What follows belongs to an exercise in optimizing a design on an open flow for small area and a short achievable clock period; a production flow would make more cautious choices. No functional check of the RTL was part of this run. No activity file was given, so power comes from the tool's default toggle rates.

--- design.v ---
module dot9_pipe (
    input wire clk,
    input wire [15:0] a,    
    input wire [15:0] b,    
    input wire [3:0] c,
    output wire [8:0] r     
);
reg [35:0] p1;
reg [16:0] p2;
wire n_1 = (a[0] & b[0]) ^ (a[4] & b[4]) ^ (a[8] & b[8]);
wire n_2 = ((a[0] & b[0]) & (a[4] & b[4])) | ((a[0] & b[0]) & (a[8] & b[8])) | ((a[4] & b[4]) & (a[8] & b[8]));
wire n_3 = (a[0] & b[1]) ^ (a[1] & b[0]) ^ (a[4] & b[5]);
wire n_4 = ((a[0] & b[1]) & (a[1] & b[0])) | ((a[0] & b[1]) & (a[4] & b[5])) | ((a[1] & b[0]) & (a[4] & b[5]));
wire n_5 = (a[5] & b[4]) ^ (a[8] & b[9]) ^ (a[9] & b[8]);
wire n_6 = ((a[5] & b[4]) & (a[8] & b[9])) | ((a[5] & b[4]) & (a[9] & b[8])) | ((a[8] & b[9]) & (a[9] & b[8]));
wire n_7 = (a[12] & b[13]) ^ (a[13] & b[12]) ^ c[1];
wire n_8 = ((a[12] & b[13]) & (a[13] & b[12])) | ((a[12] & b[13]) & c[1]) | ((a[13] & b[12]) & c[1]);
wire n_9 = (a[0] & b[2]) ^ (a[1] & b[1]) ^ (a[2] & b[0]);
wire n_10 = ((a[0] & b[2]) & (a[1] & b[1])) | ((a[0] & b[2]) & (a[2] & b[0])) | ((a[1] & b[1]) & (a[2] & b[0]));
wire n_11 = (a[4] & b[6]) ^ (a[5] & b[5]) ^ (a[6] & b[4]);
wire n_12 = ((a[4] & b[6]) & (a[5] & b[5])) | ((a[4] & b[6]) & (a[6] & b[4])) | ((a[5] & b[5]) & (a[6] & b[4]));
wire n_13 = (a[8] & b[10]) ^ (a[9] & b[9]) ^ (a[10] & b[8]);
wire n_14 = ((a[8] & b[10]) & (a[9] & b[9])) | ((a[8] & b[10]) & (a[10] & b[8])) | ((a[9] & b[9]) & (a[10] & b[8]));
wire n_15 = (a[12] & b[14]) ^ (a[13] & b[13]) ^ (a[14] & b[12]);
wire n_16 = ((a[12] & b[14]) & (a[13] & b[13])) | ((a[12] & b[14]) & (a[14] & b[12])) | ((a[13] & b[13]) & (a[14] & b[12]));
wire n_17 = ~(a[0] & b[3]) ^ (a[1] & b[2]) ^ (a[2] & b[1]);
wire n_18 = (~(a[0] & b[3]) & (a[1] & b[2])) | (~(a[0] & b[3]) & (a[2] & b[1])) | ((a[1] & b[2]) & (a[2] & b[1]));
wire n_19 = ~(a[3] & b[0]) ^ ~(a[4] & b[7]) ^ (a[5] & b[6]);
wire n_20 = (~(a[3] & b[0]) & ~(a[4] & b[7])) | (~(a[3] & b[0]) & (a[5] & b[6])) | (~(a[4] & b[7]) & (a[5] & b[6]));
wire n_21 = (a[6] & b[5]) ^ ~(a[7] & b[4]) ^ ~(a[8] & b[11]);
wire n_22 = ((a[6] & b[5]) & ~(a[7] & b[4])) | ((a[6] & b[5]) & ~(a[8] & b[11])) | (~(a[7] & b[4]) & ~(a[8] & b[11]));
wire n_23 = (a[9] & b[10]) ^ (a[10] & b[9]) ^ ~(a[11] & b[8]);
wire n_24 = ((a[9] & b[10]) & (a[10] & b[9])) | ((a[9] & b[10]) & ~(a[11] & b[8])) | ((a[10] & b[9]) & ~(a[11] & b[8]));
wire n_25 = ~(a[12] & b[15]) ^ (a[13] & b[14]) ^ (a[14] & b[13]);
wire n_26 = (~(a[12] & b[15]) & (a[13] & b[14])) | (~(a[12] & b[15]) & (a[14] & b[13])) | ((a[13] & b[14]) & (a[14] & b[13]));
wire n_27 = ~(a[15] & b[12]) ^ ~c[3] ^ 1'b1;
wire n_28 = (~(a[15] & b[12]) & ~c[3]) | (~(a[15] & b[12]) & 1'b1) | (~c[3] & 1'b1);
wire n_29 = ~(a[1] & b[3]) ^ (a[2] & b[2]) ^ ~(a[3] & b[1]);
wire n_30 = (~(a[1] & b[3]) & (a[2] & b[2])) | (~(a[1] & b[3]) & ~(a[3] & b[1])) | ((a[2] & b[2]) & ~(a[3] & b[1]));
wire n_31 = ~(a[5] & b[7]) ^ (a[6] & b[6]) ^ ~(a[7] & b[5]);
wire n_32 = (~(a[5] & b[7]) & (a[6] & b[6])) | (~(a[5] & b[7]) & ~(a[7] & b[5])) | ((a[6] & b[6]) & ~(a[7] & b[5]));
wire n_33 = ~(a[9] & b[11]) ^ (a[10] & b[10]) ^ ~(a[11] & b[9]);
wire n_34 = (~(a[9] & b[11]) & (a[10] & b[10])) | (~(a[9] & b[11]) & ~(a[11] & b[9])) | ((a[10] & b[10]) & ~(a[11] & b[9]));
wire n_35 = ~(a[13] & b[15]) ^ (a[14] & b[14]) ^ ~(a[15] & b[13]);
wire n_36 = (~(a[13] & b[15]) & (a[14] & b[14])) | (~(a[13] & b[15]) & ~(a[15] & b[13])) | ((a[14] & b[14]) & ~(a[15] & b[13]));
wire n_37 = ~(a[2] & b[3]) ^ ~(a[3] & b[2]) ^ ~(a[6] & b[7]);
wire n_38 = (~(a[2] & b[3]) & ~(a[3] & b[2])) | (~(a[2] & b[3]) & ~(a[6] & b[7])) | (~(a[3] & b[2]) & ~(a[6] & b[7]));
wire n_39 = ~(a[7] & b[6]) ^ ~(a[10] & b[11]) ^ ~(a[11] & b[10]);
wire n_40 = (~(a[7] & b[6]) & ~(a[10] & b[11])) | (~(a[7] & b[6]) & ~(a[11] & b[10])) | (~(a[10] & b[11]) & ~(a[11] & b[10]));
wire n_41 = ~(a[14] & b[15]) ^ ~(a[15] & b[14]) ^ 1'b1;
wire n_42 = (~(a[14] & b[15]) & ~(a[15] & b[14])) | (~(a[14] & b[15]) & 1'b1) | (~(a[15] & b[14]) & 1'b1);
wire n_43 = (a[3] & b[3]) ^ (a[7] & b[7]) ^ (a[11] & b[11]);
wire n_44 = ((a[3] & b[3]) & (a[7] & b[7])) | ((a[3] & b[3]) & (a[11] & b[11])) | ((a[7] & b[7]) & (a[11] & b[11]));
wire n_45 = n_1 ^ (a[12] & b[12]) ^ c[0];
wire n_46 = (n_1 & (a[12] & b[12])) | (n_1 & c[0]) | ((a[12] & b[12]) & c[0]);
wire n_47 = n_3 ^ n_5 ^ n_7;
wire n_48 = (n_3 & n_5) | (n_3 & n_7) | (n_5 & n_7);
wire n_49 = n_9 ^ n_11 ^ n_13;
wire n_50 = (n_9 & n_11) | (n_9 & n_13) | (n_11 & n_13);
wire n_51 = n_15 ^ c[2] ^ n_4;
wire n_52 = (n_15 & c[2]) | (n_15 & n_4) | (c[2] & n_4);
wire n_53 = n_17 ^ n_19 ^ n_21;
wire n_54 = (n_17 & n_19) | (n_17 & n_21) | (n_19 & n_21);
wire n_55 = n_23 ^ n_25 ^ n_27;
wire n_56 = (n_23 & n_25) | (n_23 & n_27) | (n_25 & n_27);
wire n_57 = n_10 ^ n_12 ^ n_14;
wire n_58 = (n_10 & n_12) | (n_10 & n_14) | (n_12 & n_14);
wire n_59 = n_29 ^ n_31 ^ n_33;
wire n_60 = (n_29 & n_31) | (n_29 & n_33) | (n_31 & n_33);
wire n_61 = n_35 ^ 1'b1 ^ n_18;
wire n_62 = (n_35 & 1'b1) | (n_35 & n_18) | (1'b1 & n_18);
wire n_63 = n_20 ^ n_22 ^ n_24;
wire n_64 = (n_20 & n_22) | (n_20 & n_24) | (n_22 & n_24);
wire n_65 = n_37 ^ n_39 ^ n_41;
wire n_66 = (n_37 & n_39) | (n_37 & n_41) | (n_39 & n_41);
wire n_67 = n_30 ^ n_32 ^ n_34;
wire n_68 = (n_30 & n_32) | (n_30 & n_34) | (n_32 & n_34);
wire n_69 = n_43 ^ (a[15] & b[15]) ^ n_38;
wire n_70 = (n_43 & (a[15] & b[15])) | (n_43 & n_38) | ((a[15] & b[15]) & n_38);
wire n_71 = p1[1] ^ p1[2] ^ p1[3];
wire n_72 = (p1[1] & p1[2]) | (p1[1] & p1[3]) | (p1[2] & p1[3]);
wire n_73 = p1[4] ^ p1[5] ^ p1[6];
wire n_74 = (p1[4] & p1[5]) | (p1[4] & p1[6]) | (p1[5] & p1[6]);
wire n_75 = p1[9] ^ p1[10] ^ p1[11];
wire n_76 = (p1[9] & p1[10]) | (p1[9] & p1[11]) | (p1[10] & p1[11]);
wire n_77 = p1[12] ^ p1[13] ^ p1[14];
wire n_78 = (p1[12] & p1[13]) | (p1[12] & p1[14]) | (p1[13] & p1[14]);
wire n_79 = p1[15] ^ p1[16] ^ p1[17];
wire n_80 = (p1[15] & p1[16]) | (p1[15] & p1[17]) | (p1[16] & p1[17]);
wire n_81 = p1[18] ^ p1[19] ^ p1[20];
wire n_82 = (p1[18] & p1[19]) | (p1[18] & p1[20]) | (p1[19] & p1[20]);
wire n_83 = p1[23] ^ p1[24] ^ p1[25];
wire n_84 = (p1[23] & p1[24]) | (p1[23] & p1[25]) | (p1[24] & p1[25]);
wire n_85 = p1[26] ^ p1[27] ^ p1[28];
wire n_86 = (p1[26] & p1[27]) | (p1[26] & p1[28]) | (p1[27] & p1[28]);
wire n_87 = p1[29] ^ p1[30] ^ p1[31];
wire n_88 = (p1[29] & p1[30]) | (p1[29] & p1[31]) | (p1[30] & p1[31]);
wire n_89 = n_73 ^ p1[7] ^ p1[8];
wire n_90 = (n_73 & p1[7]) | (n_73 & p1[8]) | (p1[7] & p1[8]);
wire n_91 = n_75 ^ n_77 ^ n_74;
wire n_92 = (n_75 & n_77) | (n_75 & n_74) | (n_77 & n_74);
wire n_93 = n_79 ^ n_81 ^ p1[21];
wire n_94 = (n_79 & n_81) | (n_79 & p1[21]) | (n_81 & p1[21]);
wire n_95 = p1[22] ^ n_76 ^ n_78;
wire n_96 = (p1[22] & n_76) | (p1[22] & n_78) | (n_76 & n_78);
wire n_97 = n_83 ^ n_85 ^ n_80;
wire n_98 = (n_83 & n_85) | (n_83 & n_80) | (n_85 & n_80);
wire n_99 = n_87 ^ p1[32] ^ p1[33];
wire n_100 = (n_87 & p1[32]) | (n_87 & p1[33]) | (p1[32] & p1[33]);
wire n_101 = p1[34] ^ p1[35] ^ n_88;
wire n_102 = (p1[34] & p1[35]) | (p1[34] & n_88) | (p1[35] & n_88);
wire n_103 = n_93 ^ n_95 ^ n_92;
wire n_104 = (n_93 & n_95) | (n_93 & n_92) | (n_95 & n_92);
wire n_105 = n_97 ^ n_82 ^ n_94;
wire n_106 = (n_97 & n_82) | (n_97 & n_94) | (n_82 & n_94);
wire n_107 = n_99 ^ n_84 ^ n_86;
wire n_108 = (n_99 & n_84) | (n_99 & n_86) | (n_84 & n_86);
wire n_109 = p2[7] ^ p2[8] ^ p2[9];
wire n_110 = (p2[7] & p2[8]) | (p2[7] & p2[9]) | (p2[8] & p2[9]);
wire n_111 = p2[10] ^ p2[11] ^ p2[12];
wire n_112 = (p2[10] & p2[11]) | (p2[10] & p2[12]) | (p2[11] & p2[12]);
wire n_113 = p2[13] ^ p2[14] ^ p2[15];
wire n_114 = (p2[13] & p2[14]) | (p2[13] & p2[15]) | (p2[14] & p2[15]);
always @(posedge clk) begin
    p1[0] <= n_45;
    p1[1] <= n_47;
    p1[2] <= n_2;
    p1[3] <= n_46;
    p1[4] <= n_49;
    p1[5] <= n_51;
    p1[6] <= n_6;
    p1[7] <= n_8;
    p1[8] <= n_48;
    p1[9] <= n_53;
    p1[10] <= n_55;
    p1[11] <= n_57;
    p1[12] <= n_16;
    p1[13] <= n_50;
    p1[14] <= n_52;
    p1[15] <= n_59;
    p1[16] <= n_61;
    p1[17] <= n_63;
    p1[18] <= n_26;
    p1[19] <= n_28;
    p1[20] <= n_54;
    p1[21] <= n_56;
    p1[22] <= n_58;
    p1[23] <= n_65;
    p1[24] <= n_67;
    p1[25] <= n_36;
    p1[26] <= n_60;
    p1[27] <= n_62;
    p1[28] <= n_64;
    p1[29] <= n_69;
    p1[30] <= n_40;
    p1[31] <= n_42;
    p1[32] <= n_66;
    p1[33] <= n_68;
    p1[34] <= n_44;
    p1[35] <= n_70;
    p2[0] <= p1[0];
    p2[1] <= n_71;
    p2[2] <= n_89;
    p2[3] <= n_72;
    p2[4] <= n_91;
    p2[5] <= n_90;
    p2[6] <= n_103;
    p2[7] <= n_105;
    p2[8] <= n_96;
    p2[9] <= n_104;
    p2[10] <= n_107;
    p2[11] <= n_98;
    p2[12] <= n_106;
    p2[13] <= n_101;
    p2[14] <= n_100;
    p2[15] <= n_108;
    p2[16] <= n_102;
end
wire [8:0] row0 = {p2[16], n_113, n_111, n_109, p2[6], p2[4], p2[2], p2[1], p2[0]};
wire [8:0] row1 = {n_114, n_112, n_110, 1'b0, 1'b0, p2[5], p2[3], 1'b0, 1'b0};
assign r = row0 + row1;
endmodule
module Tensor_Crossbar_Array_4m4n4k(
    input wire clk,
    input wire rst,
    input wire start,
    input wire [15:0] cin_M_0, input wire [15:0] cin_M_1,
    input wire [15:0] cin_M_2, input wire [15:0] cin_M_3,
    input wire [15:0] cin_N_0, input wire [15:0] cin_N_1,
    input wire [15:0] cin_N_2, input wire [15:0] cin_N_3,
    input wire [15:0] cin_K_0, input wire [15:0] cin_K_1,
    input wire [15:0] cin_K_2, input wire [15:0] cin_K_3,
    output wire [15:0] data_out_col_0,
    output wire [15:0] data_out_col_1,
    output wire [15:0] data_out_col_2,
    output wire [15:0] data_out_col_3
);
localparam [2:0] S_IDLE = 3'd0, S_LOAD = 3'd1, S_MULT = 3'd2, S_ADD = 3'd3, S_OUT = 3'd4;
reg [2:0] state;
reg [2:0] f;         
reg [3:0] ec;        
wire load = (state == S_LOAD);
reg [35:0] slot [0:3];
reg [15:0] bq0, bq1, bq2, bq3;
function [15:0] bcol(input integer c);
    integer t;
    reg [15:0] m;
    begin
        for (t = 0; t < 4; t = t + 1) begin
            case (t)
                0: m = cin_M_0; 1: m = cin_M_1; 2: m = cin_M_2; default: m = cin_M_3;
            endcase
            bcol[4*t +: 4] = m[15-4*c -: 4];
        end
    end
endfunction
function [15:0] swz(input [15:0] w);
    swz = {w[3:0], w[7:4], w[11:8], w[15:12]};
endfunction
always @(posedge clk) begin
    if (load) begin
        bq0 <= bcol(0); bq1 <= bcol(1); bq2 <= bcol(2); bq3 <= bcol(3);
    end else begin
        bq0 <= bq2; bq2 <= bq0; bq1 <= bq3; bq3 <= bq1;
    end
end
reg [15:0] a_cur;
reg [7:0]  c_cur;
wire [2:0] rj = ec[2:0];
always @(posedge clk) begin
    a_cur <= slot[rj[2:1]][15:0];
    c_cur <= rj[0] ? slot[rj[2:1]][31:24] : slot[rj[2:1]][23:16];
end
wire [8:0] res0, res1;
dot9_pipe e0 (.clk(clk), .a(a_cur), .b(bq2), .c(c_cur[3:0]), .r(res0));
dot9_pipe e1 (.clk(clk), .a(a_cur), .b(bq3), .c(c_cur[7:4]), .r(res1));
reg [8:0] rq0, rq1;
always @(posedge clk) begin
    rq0 <= res0;
    rq1 <= res1;
end
reg [7:0] wsel;
always @(posedge clk)
    if (rst || load)
        wsel <= 8'd0;
    else
        wsel <= {wsel[6:0], ec == 4'd3};
integer r;
always @(posedge clk) begin
    for (r = 0; r < 4; r = r + 1) begin
        if (load) begin
            case (r)
                0: slot[r][31:0] <= {swz(cin_K_0), swz(cin_N_0)};
                1: slot[r][31:0] <= {swz(cin_K_1), swz(cin_N_1)};
                2: slot[r][31:0] <= {swz(cin_K_2), swz(cin_N_2)};
                default: slot[r][31:0] <= {swz(cin_K_3), swz(cin_N_3)};
            endcase
        end else begin
            if (wsel[2*r])
                slot[r][17:0] <= {rq1, rq0};
            if (wsel[2*r+1])
                slot[r][31:18] <= {rq1[4:0], rq0};
        end
        if (!load && wsel[2*r+1])
            slot[r][35:32] <= rq1[8:5];
    end
end
reg [9:0] o0, o1, o2, o3;
assign data_out_col_0 = {{6{o0[9]}}, o0};
assign data_out_col_1 = {{6{o1[9]}}, o1};
assign data_out_col_2 = {{6{o2[9]}}, o2};
assign data_out_col_3 = {{6{o3[9]}}, o3};
function [9:0] dec(input [8:0] v);
    dec = {v[8] & (|v[7:3]), v};
endfunction
reg  [1:0]  orow;      
wire [35:0] rrow = slot[orow];
always @(posedge clk) begin
    if (rst) begin
        state <= S_IDLE;
        f <= 3'd0;
        orow <= 2'd3;
        ec <= 4'd15;
        o0 <= 10'd0; o1 <= 10'd0; o2 <= 10'd0; o3 <= 10'd0;
    end else begin
        if (state == S_IDLE) begin
            o0 <= 10'd0; o1 <= 10'd0; o2 <= 10'd0; o3 <= 10'd0;
        end else if (state == S_OUT && f != 3'd0) begin
            o0 <= dec(rrow[8:0]);
            o1 <= dec(rrow[17:9]);
            o2 <= dec(rrow[26:18]);
            o3 <= dec(rrow[35:27]);
        end
        if (ec != 4'd15)
            ec <= ec + 4'd1;
        if (start) begin
            case (state)
                S_IDLE: state <= S_LOAD;
                S_LOAD: begin state <= S_MULT; ec <= 4'd0; end
                S_MULT: if (ec >= 4'd7) state <= S_ADD;
                S_ADD:  state <= S_OUT;
                S_OUT:  if (f == 3'd4) begin f <= 3'd0; orow <= 2'd3; state <= S_IDLE; end
                        else begin f <= f + 3'd1; orow <= orow + 2'd1; end
                default: state <= S_IDLE;
            endcase
        end
    end
end
endmodule
--- flow/run.sh ---
#!/bin/bash
# Standard layout, with the port buffers made from the smallest plain buffer
# (buf_1) instead of the delay buffer buffer_ports picks on its own, and with
# the resizer free to change a cell's footprint when it resizes it.
set -o pipefail
cp standard.sh standard_sh.txt
export BUFFER_PORTS_ARGS="-buffer_cell sky130_fd_sc_hd__buf_1"
bash standard.sh MATCH_CELL_FOOTPRINT=0 finish > standard_flow.log 2>&1
--- standard.sh ---
#!/bin/bash
# synth_recipe.tcl (not shown) runs the flow's synth.tcl, then flattens the netlist and writes it again
# the make line also repeats each setting of config.mk as NAME=value (left out here)
make -C /OpenROAD-flow-scripts/flow DESIGN_CONFIG=/design/flow/config.mk WORK_HOME=/design/flow/orfs CLKGATE_MAP_FILE= SYNTH_SCRIPT=/design/flow/synth_recipe.tcl "${@:-finish}"
--- config.mk ---
export PLATFORM = sky130hd
export DESIGN_NAME = Tensor_Crossbar_Array_4m4n4k
export DESIGN_NICKNAME = Tensor_Crossbar_Array_4m4n4k
export VERILOG_FILES = /design/flow/design.v
export SDC_FILE = /design/flow/constraint.sdc
export NUM_CORES = 4
export LEC_CHECK = 0
export CAP_MARGIN = 20
export CORE_MARGIN = 2
export CORE_UTILIZATION = 60
export CTS_BUF_LIST = sky130_fd_sc_hd__clkbuf_8
export SETUP_SLACK_MARGIN = 2.7
export SLEW_MARGIN = 20
--- constraint.sdc ---
create_clock -name core_clock -period 5.0 [get_ports {clk}]
set_input_delay 1.0000 -clock core_clock [delete_from_list [all_inputs] [get_ports {clk}]]
set_output_delay 1.0000 -clock core_clock [all_outputs]
set_load 0.01 [all_outputs]
==> flow_summary.yaml <==
worst_setup_path:
  cp.buffers_inverters: 2
  crit_fanout: 36
  cp_slowest_cell: "a222oi_1"
  worst_setup_path_start_kind: "flip-flop"
  end_kind: "flip-flop"
  cp_top_family: "compound AO/OA/AOI/OAI gates"
  critPathLaunch: "orow[1]"
  path_cells: "inv_1 > ha_1 > buf_6 > a222oi_1 > mux2i_2 > nor4_1 > a221oi_1"
  max_stage_delay_ps: 480
  required_ps: 5400
  crit_arrival_ps: 2630
  critPathKind: "reg2reg"
  r2r-start: "orow[1]"
place:
  dpl_cell_area_sq_um: 19600
  io_buffers: 258
  gp_congestion: 0.883
  hpwlAfterDp_microns: 32300
clock_tree:
  cts_buffers: 70
  cts_tree: "done"
  clkSinkCount: 416
  clk_latency_ps: 600
  clk_root_buffer_cell: "clkbuf_8"
  ctsHoldBuffers: 0
  clk_pin_slew_ps: 60
  cts.path.max_buffers: 3
  cts_max_level: 3
final_layout:
  nets: 2210
  finish.instance_area_sq_um: 21000
  seqCellArea_sq_um: 9780
  nFillCells: 2479
  diodes: 0
  area_delta_synth_final_pct: 12.1
  multi_input_area_sq_um: 7730
  drive_gt1_frac: 0.0941
power:
  powerDensity_nw_per_um2: 590
  leakagePower_nw: 9.22
  irDropWorstVdd_v: 0.000288
synth:
  ys_top_cells_by_count: "nand2_1 (375), dfxtp_1 (272), inv_1 (166), edfxtp_1 (144), a21o_1 (118)"
  yosys.cell_count.top_type: "nand2_1"
  postSynth.asyncResetShare: 0
  synth_largest_area_cell: "dfxtp_1"
  syn_inst: 1654
  syn-cell-area_sq_um: 18700
  ys_warn_count: 3
  synth.area.top_cells: "dfxtp_1 (29%), edfxtp_1 (23%), fa_1 (12%)"
  yosysSeqAreaShare: 0.521
  synth.distinct_cells: 48
  synth_area_per_cell_sq_um: 11.3
  ys_ff_latch: 416
  yosysTopAreaCellShare: 0.290
  mappedNetlistNets: 1980
  synthFlopType: "dfxtp_1"
  synth_enable_flop_cells: 144
global_routing:
  gr-total-overflow: 0
  antenna_found_initial: 3
  grt_pass1_vias: 12700
  grt_max_degree: 146
  grtUsageTotal: 0.284
  grt_pass1_wl_microns: 70400
timing:
  min_period_ps: 2240
  whs_ps: 328
  hold_viol_final: 0
  drv_slew: 0
  worst_pin_slew_ps: 1010
  skew_ps: 34.6
  tns_ps: 0
  maxSlewHeadroom: 0.328
  fmax_mhz: 447
  rsz0062_at_grt: "true"
  fin_crit_sh: 0.447
  setup_viol_count_final: 0
worst_hold_path:
  hold_path_class: "reg2reg"
  min_from: "e0.p1[0]"
status:
  outcome: "complete, no violations"
detailed_routing:
  avgRoutedWirePerCell_microns: 19.8
  wl_microns: 46100
  dr.pass1.iters: 8
  drc: 0
  vias: 12700
  ant_nets: 0
  drtIter0Drc: 1156
  avgViaCountPerCell: 5.46
floorplan:
  core.rowCount: 64
  die-area_sq_um: 32700
  start_util: 0.611
  die_h_microns: 181
  io_pins: 259
  fp.dieW_microns: 181
  core-area_sq_um: 30700
flow_run:
  cap_violations: 0
-- cell usage in the layout, fill, tap and decap left out, types with 20 or more instances in the layout --
cell        n
a21o_1    118
a21oi_1    52
a222oi_1   32
and2_1     85
buf_1     258
clkbuf_8   81
dfxtp_1   263
edfxtp_1  144
fa_1      110
ha_1       20
inv_1     198
mux4_2     32
nand2_1   375
-- path summary, 6_finish.rpt --
path / slack (ps) / to / cells after the start
max: 2760 / o3[9] / 7
max reg2reg: 2760 / o3[9] / 7
min reg2reg: 330 / e0.p2[0] / 0
min: 330 / e0.p2[0] / 0
-- area by class of cell --
type	instances	area share
Tap cell	396	0.0236
Clock inverter	42	0.00863
Sequential cell	416	0.465
Multi-Input combinational cell	959	0.368
Timing Repair Buffer	271	0.0522
Clock buffer	81	0.0530
Inverter	166	0.0296
-- cell families after synthesis --
logic type      count (synthesis)  synth area share
compound gates                241            0.0930
fa+ha+maj                     131             0.131
simple gates                  510             0.122
buf+inv                       281            0.0711
mux                            62            0.0551
xor+xnor                       13           0.00607
flops                         416             0.521
-- worst reg2reg max path: stages, from the launching register on --
cell and delay (ps):
dfxtp_1 370, inv_1 100, ha_1 200, buf_6 230
a222oi_1 500, mux2i_2 210, nor4_1 320, a221oi_1 140
-- power breakdown --
group	switching, mW	internal, mW	leakage, nW
logic	2.30	1.93	4.83
clock network	1.31	1.47	0.781
registers	0.735	4.66	3.61
-- state kept, by name, indices dropped and copies added (netlist names), 16 cells and up --
register  cells
slot        144
a_cur        16
e0.p2        17
e1.p1        36
e0.p1        36
bq0          16
bq3          16
bq1          16
e1.p2        17
bq2          16
-- stage by stage --
step | std cells | power (mW) | utilization | setup WS, ps
floorplan | 1654 | 8.28 | - | 2990
global route | 2331 | 13.4 | 0.685 | 2630
global placement | 2204 | 9.55 | 0.639 | 2470
detailed placement | 2204 | 9.70 | 0.639 | 2460
CTS | 2328 | 12.5 | 0.683 | 2690
finish | 2331 | 12.4 | 0.685 | 2760
-- metal layers --
metal	routed length, microns	track usage
met1	19400	0.399
met2	21500	0.444
met3	4070	0.0609
met4	1190	0.0958
met5	0	0
-- what timing repair did --
item,CTS,global route
setup endpoints to repair,229,51
cloned,1,1
pin swaps,0,2
setup buffers,0,1
endpoints found under the hold margin,0,0
gates resized for setup,11,13

what the ideal ports hide:
No port has a modelled driver above. Below, the same layout with a new extraction and two added sets of constraints.
Step 1 assumes that a clkbuf_16 drives the clock port and a buf_2 every other input.
Step 2 times the ports against the registers' clock, not the clock port: input delays grow and output delays shrink by t, the midpoint of the rising clock arrivals with the driver on.
a / b / c = no drivers / after step 1 / after step 2; a / b = the first two.
t, ns: 0.626
slack for setup (ns): 2.765 / 2.765 / 2.379
hold slack, ns: 0.328 / 0.328 / 0.328
worst setup path after step 2: input to register
clock arrival spread, ns: 0.035 / 0.036
After both steps this run still meets setup and hold. For this run, drivers alone change the setup slack by 0.000 ns; drivers and shift together by -0.386 ns.
